What follows belongs to an exercise in optimizing a design on an open flow for small area and a short achievable clock period; a production flow would make more cautious choices.
At most, simulation tests tie the RTL to the original design; equivalence was not proved.
Power and IR drop assume default switching activity.

==> inputs of exp/amber <==
// ahb_bus_matrix
module ahb_bus_matrix
(
  input HBUSREQx0,
  input HBUSREQx1,
  input HBUSREQx2,
  input HBUSREQx3,
  input HLOCKx0,
  input HLOCKx1,
  input HLOCKx2,
  input HLOCKx3,
  input [1:0] HTRANSx0,
  input [1:0] HTRANSx1,
  input [1:0] HTRANSx2,
  input [1:0] HTRANSx3,
  input [31:0] HADDRx0,
  input [31:0] HADDRx1,
  input [31:0] HADDRx2,
  input [31:0] HADDRx3,
  input HWRITEx0,
  input HWRITEx1,
  input HWRITEx2,
  input HWRITEx3,
  input [2:0] HSIZEx0,
  input [2:0] HSIZEx1,
  input [2:0] HSIZEx2,
  input [2:0] HSIZEx3,
  input [2:0] HBURSTx0,
  input [2:0] HBURSTx1,
  input [2:0] HBURSTx2,
  input [2:0] HBURSTx3,
  input [31:0] HWDATAx0,
  input [31:0] HWDATAx1,
  input [31:0] HWDATAx2,
  input [31:0] HWDATAx3,
  input HREADYx0,
  input HREADYx1,
  input HREADYx2,
  input HREADYx3,
  input HREADYx4,
  input HREADYx5,
  input HREADYx6,
  input [1:0] HRESPx0,
  input [1:0] HRESPx1,
  input [1:0] HRESPx2,
  input [1:0] HRESPx3,
  ...
export LEC_CHECK = 0
export CAP_MARGIN = 20
export CORE_AREA = 4 4 156 156
export CTS_CLUSTER_DIAMETER = 150
export CTS_CLUSTER_SIZE = 30
export DIE_AREA = 0 0 160 160
export SETUP_SLACK_MARGIN = 1.4
export SLEW_MARGIN = 20
create_clock -name core_clock -period 4.0 [get_ports {HCLK}]
standard.sh (not shown) runs the stock make flow with config.mk's settings and CLKGATE_MAP_FILE= SYNTH_SCRIPT=/design/flow/synth_recipe.tcl, a recipe that flattens the netlist after the stock synthesis.
==> flow/flow/run.sh <==
#!/bin/bash
# Standard ORFS layout, with:
# - the port buffers made from the smallest buffer cell,
# - I/O pins on met3 (left/right) and met2 or met4 (top/bottom),
# - the pins of each multiplexed output bit kept together.
set -euo pipefail
export BUFFER_PORTS_ARGS="-buffer_cell sky130_fd_sc_hd__buf_1"
export IO_PLACER_H="met3"
export IO_PLACER_V="met2 met4"
export PLACE_PINS_ARGS="$(cat flow/pin_groups.txt)"
bash standard.sh > flow_make.log 2>&1
Other scripts of this flow, unchanged in this note and not shown: flow/flow/pin_groups.txt
==> exp/garnet (differences from exp/amber) <==
--- a/flow/design.v
+++ b/flow/design.v
@@ -84,13 +84,13 @@
   output [31:0] HRDATA,
   output [3:0] HMASTER,
   output HMASTLOCK
 );
 reg [1:0] grant_x;     
 reg [3:0] hm_x;        
-reg [1:0] hmd;         
+reg [3:0] hmd_oh;      
 reg       fixlen;      
 reg       split_q;     
 reg       retry_q;     
 reg [5:0] count;       
 reg [3:0] mask_n;      
 wire [1:0] grant    = grant_x ^ 2'b01;
@@ -108,16 +108,16 @@
                 ({2{a2}} & HTRANSx2) | ({2{a3}} & HTRANSx3);
 assign HSIZE  = ({3{a0}} & HSIZEx0)  | ({3{a1}} & HSIZEx1)  |
                 ({3{a2}} & HSIZEx2)  | ({3{a3}} & HSIZEx3);
 assign HBURST = ({3{a0}} & HBURSTx0) | ({3{a1}} & HBURSTx1) |
                 ({3{a2}} & HBURSTx2) | ({3{a3}} & HBURSTx3);
 wire [1:0] hm = {a2 | a3, a1 | a3};
-wire d0 = (hmd == 2'd0);
-wire d1 = (hmd == 2'd1);
-wire d2 = (hmd == 2'd2);
-wire d3 = (hmd == 2'd3);
+wire d0 = hmd_oh[0];
+wire d1 = hmd_oh[1];
+wire d2 = hmd_oh[2];
+wire d3 = hmd_oh[3];
 assign HWDATA = ({32{d0}} & HWDATAx0) | ({32{d1}} & HWDATAx1) |
                 ({32{d2}} & HWDATAx2) | ({32{d3}} & HWDATAx3);
 function [6:0] dec;
   input [3:0] a;
   begin
     dec[0] = a[3] | (a[2:0] == 3'd0) | (a[2:0] == 3'd7);
@@ -215,17 +215,17 @@
   else if (to_dummy) grant_x <= 2'd0 ^ 2'b01;
   else if (degrant)  grant_x <= next_grant ^ 2'b01;
 end
 wire [3:0] grant_oh = {g3, g2, g1, g0};
 always @(posedge HCLK or negedge HRESETn) begin
   if (!HRESETn) begin
-    hm_x <= 4'd0;
-    hmd  <= 2'd0;
+    hm_x   <= 4'd0;
+    hmd_oh <= 4'b0001;
   end else if (HREADY) begin
-    hm_x <= grant_oh ^ 4'b0010;
-    hmd  <= hm;
+    hm_x   <= grant_oh ^ 4'b0010;
+    hmd_oh <= hm_oh;
   end
 end
 always @(posedge HCLK or negedge HRESETn) begin
   if (!HRESETn) begin
     fixlen  <= 1'b0;
     split_q <= 1'b0;
CORE_AREA = 4 4 161 161   (was 4 4 156 156)
CTS_CLUSTER_DIAMETER = unset   (was 150)
CTS_CLUSTER_SIZE = unset   (was 30)
DIE_AREA = 0 0 165 165   (was 0 0 160 160)
==> exp/ember (differences from exp/amber) <==
--- a/flow/flow/run.sh
+++ b/flow/flow/run.sh
@@ -5,7 +5,7 @@
 # - the pins of each multiplexed output bit kept together.
 set -euo pipefail
 export BUFFER_PORTS_ARGS="-buffer_cell sky130_fd_sc_hd__buf_1"
 export IO_PLACER_H="met3"
 export IO_PLACER_V="met2 met4"
 export PLACE_PINS_ARGS="$(cat flow/pin_groups.txt)"
-bash standard.sh > flow_make.log 2>&1
+bash standard.sh SETUP_MOVE_SEQUENCE=unbuffer,swap,split,buffer,sizeup finish > flow_make.log 2>&1
CTS_CLUSTER_DIAMETER = unset   (was 150)
CTS_CLUSTER_SIZE = unset   (was 30)
SETUP_SLACK_MARGIN = 1.6   (was 1.4)
==> qor summary <==
Clk sink count: exp/garnet -; exp/ember 28; exp/amber 28
GR Layer Usage met2: exp/garnet -; exp/ember 0.436; exp/amber 0.375
Worst flop-to-flop path startpoint: exp/garnet -; exp/ember hm_x[2]$_DFFE_PN0N_; exp/amber hm_x[3]$_DFFE_PN0N_
Count of inserted antenna diode cells: exp/garnet -; exp/ember 1; exp/amber 3
Combinational share of power: exp/garnet -; exp/ember 0.862; exp/amber 0.809
Routed via count divided by cell count: exp/garnet -; exp/ember 5.54; exp/amber 5.38
Core Util, Final: exp/garnet -; exp/ember 0.421; exp/amber 0.353
Number of failing hold endpoints at the final stage: exp/garnet -; exp/ember 0; exp/amber 0
Number of clock buffers in the layout: exp/garnet -; exp/ember 3; exp/amber 3
Share of final-layout standard cells stronger than drive strength 1: exp/garnet -; exp/ember 0.254; exp/amber 0.120
Count of port buffers added during placement: exp/garnet -; exp/ember 696; exp/amber 696
Wire length per cell: exp/garnet -; exp/ember 22.9 um; exp/amber 19.9 um
Required time worst endpoint: exp/garnet -; exp/ember 3200 ps; exp/amber 3200 ps
Final layout net count: exp/garnet -; exp/ember 1,903; exp/amber 1,779
Run status: exp/garnet aborted with a tool error; exp/ember timing/DRC/antenna clean; exp/amber timing/DRC/antenna clean
Failing step: exp/garnet 3_2_place_iop; exp/ember -; exp/amber -
Number of inverters outside the clock class in the layout: exp/garnet -; exp/ember 9; exp/amber 10
Worst-margin pin slew: exp/garnet -; exp/ember 1120 ps; exp/amber 841 ps
Worst supply voltage drop on vdd: exp/garnet -; exp/ember 0.308 mV; exp/amber 0.221 mV
WP buf/inv: exp/garnet -; exp/ember 3; exp/amber 2
Power in the clock group: exp/garnet -; exp/ember 0.000322 W; exp/amber 0.000317 W
CTS H-tree lvls: exp/garnet -; exp/ember 1; exp/amber 1
Share of total power in the clock network: exp/garnet -; exp/ember 0.051; exp/amber 0.062
Flip-flop and latch share of the layout cell area: exp/garnet -; exp/ember 0.0741; exp/amber 0.0905
Iteration-0 DRC Markers: exp/garnet -; exp/ember 839; exp/amber 551
Function not checked in exp/garnet: the RTL went through the layout flow alone.

-- re-timing with driven ports --
No port has a modelled driver above. Below, the same layouts with a new extraction and two added sets of constraints.
Step 1, drivers: a clkbuf_16 drives HCLK and a buf_2 each remaining input, both assumed.
Step 2 times the ports against the registers' clock, not the clock port: input delays grow and output delays shrink by t, the midpoint of the rising clock arrivals with the driver on.
Three values: no drivers, after step 1, after step 2; two values: the first two.
run	t (ns)	slack for setup (ns)	worst setup path after step 2	clock arrival spread, ns
exp/amber	0.304	1.449 / 1.399 / 1.399	input to output	0.005 / 0.005
exp/ember	0.323	1.464 / 1.415 / 1.201	input to register	0.008 / 0.008
After both steps setup and hold are still met in every run listed. The setup slack of exp/ember, which loses most, moves by -0.049 ns with the drivers and by -0.263 ns with both steps.
